Source: an optimization exercise on an open RTL-to-GDS flow (aim: small area and a short achievable clock period). Production flows keep margins and buffers that such runs may drop.
The RTL was checked by simulation tests, not by an equivalence proof against the original design.
Power and IR drop assume default switching activity.

Setup of yarrow:
==> flow/design.v (excerpt) <==
module afvip #(
    parameter TP = 0
)(
    input            clk        ,
    input            rst_n      ,
    output           afvip_intr ,
    input            psel       ,
    input            penable    ,
    input     [15:0] paddr      ,
    input            pwrite     ,
    input     [31:0] pwdata     ,
    output           pready     ,
    output    [31:0] prdata     ,
    output           pslverr
);
integer i;
wire        a_low    = ~|paddr[15:8];
wire        a_work   = a_low & ~paddr[7] & ~|paddr[1:0];
wire        a_cfg    = a_low & (paddr[7:0] == 8'h80);
wire        a_sts    = a_low & (paddr[7:0] == 8'h84);
wire        a_clr    = a_low & (paddr[7:0] == 8'h88);
wire        a_ctl    = a_low & (paddr[7:0] == 8'h8C);
wire [4:0]  a_idx    = paddr[6:2];
wire        wr_acc   = psel & penable & pwrite;
wire        we_work  = wr_acc & a_work;
wire        we_cfg   = wr_acc & a_cfg;
wire        we_clr   = wr_acc & a_clr;
wire        we_ctl   = wr_acc & a_ctl;
reg  [2:0]  op;
reg  [4:0]  rs0, rs1, dst;
reg  [7:0]  imm;
always @(posedge clk or negedge rst_n)
if (~rst_n) begin
  op <= 3'd0; rs0 <= 5'd0; rs1 <= 5'd0; dst <= 5'd0; imm <= 8'd0;
end else if (we_cfg) begin
  op <= pwdata[2:0]; rs0 <= pwdata[7:3]; rs1 <= pwdata[12:8]; dst <= pwdata[20:16]; imm <= pwdata[31:24];
end
wire        mul   = (op == 3'd1) | (op == 3'd3) | (op == 3'd4);
wire        y_imm = (op == 3'd1);
wire        c_b   = (op == 3'd2);
wire        c_imm = (op == 3'd4);
wire        op_ok = (op < 3'd5);
reg         clr_err, clr_fin, start;
always @(posedge clk or negedge rst_n)
if (~rst_n) begin
  clr_err <= 1'b0; clr_fin <= 1'b0; start <= 1'b0;
end else begin
  clr_err <= we_clr & pwdata[0];
  clr_fin <= we_clr & pwdata[1];
  start   <= we_ctl & pwdata[0];
end
reg         err, fin;
always @(posedge clk or negedge rst_n)
if (~rst_n)                err <= 1'b0; else
if (start & ~op_ok)        err <= 1'b1; else
  ...
Size in the first run: about 1300 flip-flops, about 88 I/O pins.
clock: 13.0 ns
lec_check: 0
abc_area: 1
cap_margin: 20
core_margin: 2
core_utilization: 58
place_density: 0.68
slew_margin: 20
standard.sh (not shown) runs the stock make flow with config.mk's settings and CLKGATE_MAP_FILE= SYNTH_SCRIPT=/design/flow/synth_recipe.tcl, a recipe that flattens the netlist after the stock synthesis.
==> flow/flow/run.sh <==
#!/bin/bash
# Layout flow: the standard layout (standard.sh) with these changes:
#  - synthesis uses flow/synth.tcl: the standard synthesis script, except that the work register read
#    mux and its select lines (modules afvip_rmux and afvip_rsel, which hold no registers) are mapped
#    on their own (see flow/synth.tcl); registers, their names and cells are those of the standard
#    synthesis;
#  - repair_timing aims for a setup slack margin of SETUP_SLACK_MARGIN ns against the design's clock;
#  - clock tree sink clusters of up to 25 flip-flops and no dummy loads;
#  - ports are buffered with buf_4 cells.
# Each tool's output goes to a log here (synth.log, standard.log) and to ORFS's logs under orfs/logs.
set -euo pipefail
export SETUP_SLACK_MARGIN=8.7
export CTS_ARGS="-sink_clustering_enable -repair_clock_nets -dont_use_dummy_load -sink_clustering_size 25 -sink_clustering_max_diameter 80"
export BUFFER_PORTS_ARGS="-buffer_cell sky130_fd_sc_hd__buf_4"
make_line=$(grep '^make ' standard.sh)
synth_line=$(printf '%s\n' "$make_line" | sed -e "s|SYNTH_SCRIPT=[^ ]*|SYNTH_SCRIPT=$PWD/flow/synth.tcl|" -e 's|"${@:-finish}"|synth|')
bash -c "$synth_line" > synth.log 2>&1
bash standard.sh finish > standard.log 2>&1
Other scripts of this flow, unchanged in this note and not shown: flow/flow/synth.tcl
## Diff of input files: pepper against yarrow
Settings: changing CORE_UTILIZATION from 58 to 62; changing PLACE_DENSITY from 0.68 to 0.72.
--- outcome ---
The final layouts of pepper and yarrow pass the timing, design-rule and antenna checks. The higher overall power came out of yarrow. pepper vs yarrow on utilization of the core after routing: pepper is the higher one. Looking only at critical path depth, and setting everything else aside, the lower value of pepper and yarrow goes to yarrow. Diff pepper and yarrow: final period demand of the worst path lower in yarrow. Between pepper and yarrow, the difference in cell area is negligible.

## run 1
Another version of the RTL of afvip (not shown whole).
Size in the first run: about 4900 cells after synthesis, roughly 1300 flip-flops, about 88 I/O pins, about 61000 µm² of cells after synthesis.
export LEC_CHECK = 0
export ABC_AREA = 1
export CAP_MARGIN = 20
export CORE_MARGIN = 2
export CORE_UTILIZATION = 62
export PLACE_DENSITY = 0.72
export SLEW_MARGIN = 20
create_clock -name core_clock -period 13.0 [get_ports {clk}]
==> flow/flow/run.sh <==
#!/bin/bash
# Layout flow: the standard layout (standard.sh) with these changes:
#  - synthesis uses flow/synth.tcl: the standard synthesis script, except that the work register read
#    mux and its select lines (modules afvip_rmux and afvip_rsel, which hold no registers) are mapped
#    on their own (see flow/synth.tcl); registers, their names and cells are those of the standard
#    synthesis;
#  - repair_timing aims for a setup slack margin of SETUP_SLACK_MARGIN ns against the design's clock;
#  - clock tree sink clusters of up to 25 flip-flops and no dummy loads;
#  - ports are buffered with buf_2 cells.
# Each tool's output goes to a log here (synth.log, standard.log) and to ORFS's logs under orfs/logs.
set -euo pipefail
export SETUP_SLACK_MARGIN=8.7
export CTS_ARGS="-sink_clustering_enable -repair_clock_nets -dont_use_dummy_load -sink_clustering_size 25 -sink_clustering_max_diameter 80"
export BUFFER_PORTS_ARGS="-buffer_cell sky130_fd_sc_hd__buf_2"
make_line=$(grep '^make ' standard.sh)
synth_line=$(printf '%s\n' "$make_line" | sed -e "s|SYNTH_SCRIPT=[^ ]*|SYNTH_SCRIPT=$PWD/flow/synth.tcl|" -e 's|"${@:-finish}"|synth|')
bash -c "$synth_line" > synth.log 2>&1
bash standard.sh finish > standard.log 2>&1
Other scripts of this flow, unchanged in this note and not shown: flow/flow/synth.tcl
--- input diff run 1..run 2 ---
# run 1
export LEC_CHECK = 0
export ABC_AREA = 1
export CAP_MARGIN = 20
export CORE_MARGIN = 2
export CORE_UTILIZATION = 62
export PLACE_DENSITY = 0.72
export SLEW_MARGIN = 20
create_clock -name core_clock -period 13.0 [get_ports {clk}]
# run 2
export LEC_CHECK = 0
export ABC_AREA = 1
export CAP_MARGIN = 20
export CORE_MARGIN = 2
export CORE_UTILIZATION = 66
export PLACE_DENSITY = 0.76
export SLEW_MARGIN = 20
create_clock -name core_clock -period 13.0 [get_ports {clk}]
-- flow/flow/run.sh --
<<< run 1, line 8
#  - clock tree sink clusters of up to 25 flip-flops and no dummy loads;
#  - ports are buffered with buf_2 cells.
# Each tool's output goes to a log here (synth.log, standard.log) and to ORFS's logs under orfs/logs.
>>> run 2, line 8
#  - clock tree sink clusters of up to 25 flip-flops and no dummy loads;
#  - ports are buffered with buf_4 cells.
# Each tool's output goes to a log here (synth.log, standard.log) and to ORFS's logs under orfs/logs.
<<< run 1, line 13
export CTS_ARGS="-sink_clustering_enable -repair_clock_nets -dont_use_dummy_load -sink_clustering_size 25 -sink_clustering_max_diameter 80"
export BUFFER_PORTS_ARGS="-buffer_cell sky130_fd_sc_hd__buf_2"
make_line=$(grep '^make ' standard.sh)
>>> run 2, line 13
export CTS_ARGS="-sink_clustering_enable -repair_clock_nets -dont_use_dummy_load -sink_clustering_size 25 -sink_clustering_max_diameter 80"
export BUFFER_PORTS_ARGS="-buffer_cell sky130_fd_sc_hd__buf_4"
make_line=$(grep '^make ' standard.sh)
Results
Cmp run 2 vs run 1: global-route wire length before repair higher in run 2
Looking only at area enclosed by the die boundary, and setting everything else aside, the lower value of run 1 and run 2 goes to run 2.
STATUS total length of routed wires: run 2 loses against run 1
The flow did not stop early for run 2: all stages ran, and the layout cleared the timing, design-rule and antenna checks.
Delta (run 2 minus run 1): final cell area excluding filler cells comparable, worst-case setup margin in the final layout went down by 40 ps, final hold slack shows no meaningful change.

## the baseline
Starting RTL as in the previous note.
Settings: LEC_CHECK=0, ABC_AREA=1, CAP_MARGIN=20, CORE_MARGIN=2, CORE_UTILIZATION=55, PLACE_DENSITY=0.65, SLEW_MARGIN=20; clock period 13.0 ns.
==> flow/flow/run.sh <==
#!/bin/bash
# Layout flow: the standard layout (standard.sh) with these changes:
#  - synthesis uses flow/synth.tcl: the standard synthesis script, except that the work register read
#    mux and its select lines (modules afvip_rmux and afvip_rsel, which hold no registers) are mapped
#    on their own (see flow/synth.tcl); registers, their names and cells are those of the standard
#    synthesis;
#  - repair_timing aims for a setup slack margin of SETUP_SLACK_MARGIN ns against the design's clock;
#  - clock tree sink clusters of up to 25 flip-flops and no dummy loads;
#  - ports are buffered with buf_4 cells.
# Each tool's output goes to a log here (synth.log, standard.log) and to ORFS's logs under orfs/logs.
set -euo pipefail
export SETUP_SLACK_MARGIN=8.7
export CTS_ARGS="-sink_clustering_enable -repair_clock_nets -dont_use_dummy_load -sink_clustering_size 25 -sink_clustering_max_diameter 80"
export BUFFER_PORTS_ARGS="-buffer_cell sky130_fd_sc_hd__buf_4"
make_line=$(grep '^make ' standard.sh)
synth_line=$(printf '%s\n' "$make_line" | sed -e "s|SYNTH_SCRIPT=[^ ]*|SYNTH_SCRIPT=$PWD/flow/synth.tcl|" -e 's|"${@:-finish}"|synth|')
bash -c "$synth_line" > synth.log 2>&1
bash standard.sh finish > standard.log 2>&1
Other scripts of this flow, unchanged in this note and not shown: flow/flow/synth.tcl
Changes in the candidate relative to the baseline:
Settings: CORE_UTILIZATION: 55 -> 62; PLACE_DENSITY: 0.65 -> 0.72.
- The higher fraction of the cycle the final worst path needs of the baseline and the candidate is in the baseline.
- For wire length of the first global-routing pass, dividing the value from the candidate by the value from the baseline gives 0.928.
- Going from the baseline to the candidate, post-route worst hold slack picked up an extra 0.0038 ns, number of nets in the layout neither gained nor lost much.
- Compared with the baseline, the candidate shows a total number of placement rows that is 7 lower.
- Comparing the baseline and the candidate, the higher critical path depth is on the baseline.
- Of the baseline and the candidate, the run reporting the lower mean routed wirelength per cell was the candidate.
- Relative to the baseline, setup slack after layout has increased by 0.039 ns in the candidate.
- The baseline -> the candidate: cell area after layout decreased slightly
- The power density normalized to cell area was comparable across the baseline and the candidate.
- Total number of H-tree levels came out exactly the same in the baseline and the candidate.

Setup of red:
Starting RTL as in the previous note.
export LEC_CHECK = 0
export ABC_AREA = 1
export CAP_MARGIN = 20
export CORE_MARGIN = 2
export CORE_UTILIZATION = 62
export PLACE_DENSITY = 0.72
export SLEW_MARGIN = 20
create_clock -name core_clock -period 13.0 [get_ports {clk}]
==> flow/flow/run.sh <==
#!/bin/bash
# Layout flow: the standard layout (standard.sh) with these changes:
#  - synthesis uses flow/synth.tcl: the standard synthesis script, except that the work register read
#    mux and its select lines (modules afvip_rmux and afvip_rsel, which hold no registers) are mapped
#    on their own (see flow/synth.tcl); registers, their names and cells are those of the standard
#    synthesis;
#  - repair_timing aims for a setup slack margin of SETUP_SLACK_MARGIN ns against the design's clock;
#  - clock tree sink clusters of up to 25 flip-flops and no dummy loads;
#  - ports are buffered with buf_4 cells.
# Each tool's output goes to a log here (synth.log, standard.log) and to ORFS's logs under orfs/logs.
set -euo pipefail
export SETUP_SLACK_MARGIN=8.8
export CTS_ARGS="-sink_clustering_enable -repair_clock_nets -dont_use_dummy_load -sink_clustering_size 25 -sink_clustering_max_diameter 80"
export BUFFER_PORTS_ARGS="-buffer_cell sky130_fd_sc_hd__buf_4"
make_line=$(grep '^make ' standard.sh)
synth_line=$(printf '%s\n' "$make_line" | sed -e "s|SYNTH_SCRIPT=[^ ]*|SYNTH_SCRIPT=$PWD/flow/synth.tcl|" -e 's|"${@:-finish}"|synth|')
bash -c "$synth_line" > synth.log 2>&1
bash standard.sh finish > standard.log 2>&1
Other scripts of this flow, unchanged in this note and not shown: flow/flow/synth.tcl
Setup changes, red to blue
--- a/flow/flow/run.sh
+++ b/flow/flow/run.sh
@@ -11,3 +11,3 @@
 set -euo pipefail
-export SETUP_SLACK_MARGIN=8.8
+export SETUP_SLACK_MARGIN=8.7
 export CTS_ARGS="-sink_clustering_enable -repair_clock_nets -dont_use_dummy_load -sink_clustering_size 25 -sink_clustering_max_diameter 80"
--- a/flow/config.mk
+++ b/flow/config.mk
@@ -10,4 +10,4 @@
 export CORE_MARGIN = 2
-export CORE_UTILIZATION = 62
-export PLACE_DENSITY = 0.72
+export CORE_UTILIZATION = 58
+export PLACE_DENSITY = 0.68
 export SLEW_MARGIN = 20
## What came out
- blue went all the way through synthesis, placement and routing and the layout is clean on timing, DRC and antenna.
- Between red and blue, quantity of gates resized following cts is higher for red, blue comes in under that.
- blue vs red — length of routed met2 wiring climbed by a few percent
- Number of buffers outside the clock class in the layout of blue falls short of that of red by more than 10%.
- Re number of instances in the placed design: red was lower than blue.
- Per the comparison of blue with red, required time of the critical path moved down, pin count of the biggest net entering global routing moved up, area used by multi-input combinational logic shows a reduction of 2.4%.

[separate check: timing with driven ports]
Ports are ideal in the flow. The routed layouts listed here were re-timed in OpenROAD. Step 1, drivers: a clkbuf_16 drives clk and a buf_2 each remaining input, both assumed. Step 2 times the ports against the registers' clock, not the clock port: input delays grow and output delays shrink by t, the midpoint of the rising clock arrivals with the driver on. Three values: ideal ports, drivers, drivers and shift; two values: the first two.
run	t, ns	setup WS [ns]	hold slack, ns	worst setup path after step 2	worst register clock-pin slew, ns
yarrow	0.705	8.639 / 8.554 / 7.850	0.472 / 0.472 / 0.472	input to register	0.11 / 0.11
pepper	0.750	8.437 / 8.460 / 7.710	0.474 / 0.474 / 0.474	input to register	0.11 / 0.11
run 1	0.726	8.659 / 8.538 / 7.812	0.469 / 0.469 / 0.469	input to register	0.10 / 0.10
run 2	0.721	8.619 / 8.545 / 7.824	0.469 / 0.469 / 0.469	input to register	0.11 / 0.11
the baseline	0.730	8.654 / 8.537 / 7.807	0.462 / 0.462 / 0.462	input to register	0.10 / 0.10
the candidate	0.718	8.692 / 8.586 / 7.868	0.466 / 0.466 / 0.466	input to register	0.10 / 0.10
red	0.733	8.763 / 8.627 / 7.894	0.469 / 0.469 / 0.469	input to register	0.10 / 0.10
blue	0.730	8.677 / 8.544 / 7.814	0.464 / 0.464 / 0.464	input to register	0.10 / 0.10
After both steps every run listed still meets setup and hold. For red, which loses most, drivers alone change the setup slack by -0.136 ns; drivers and shift together by -0.869 ns.
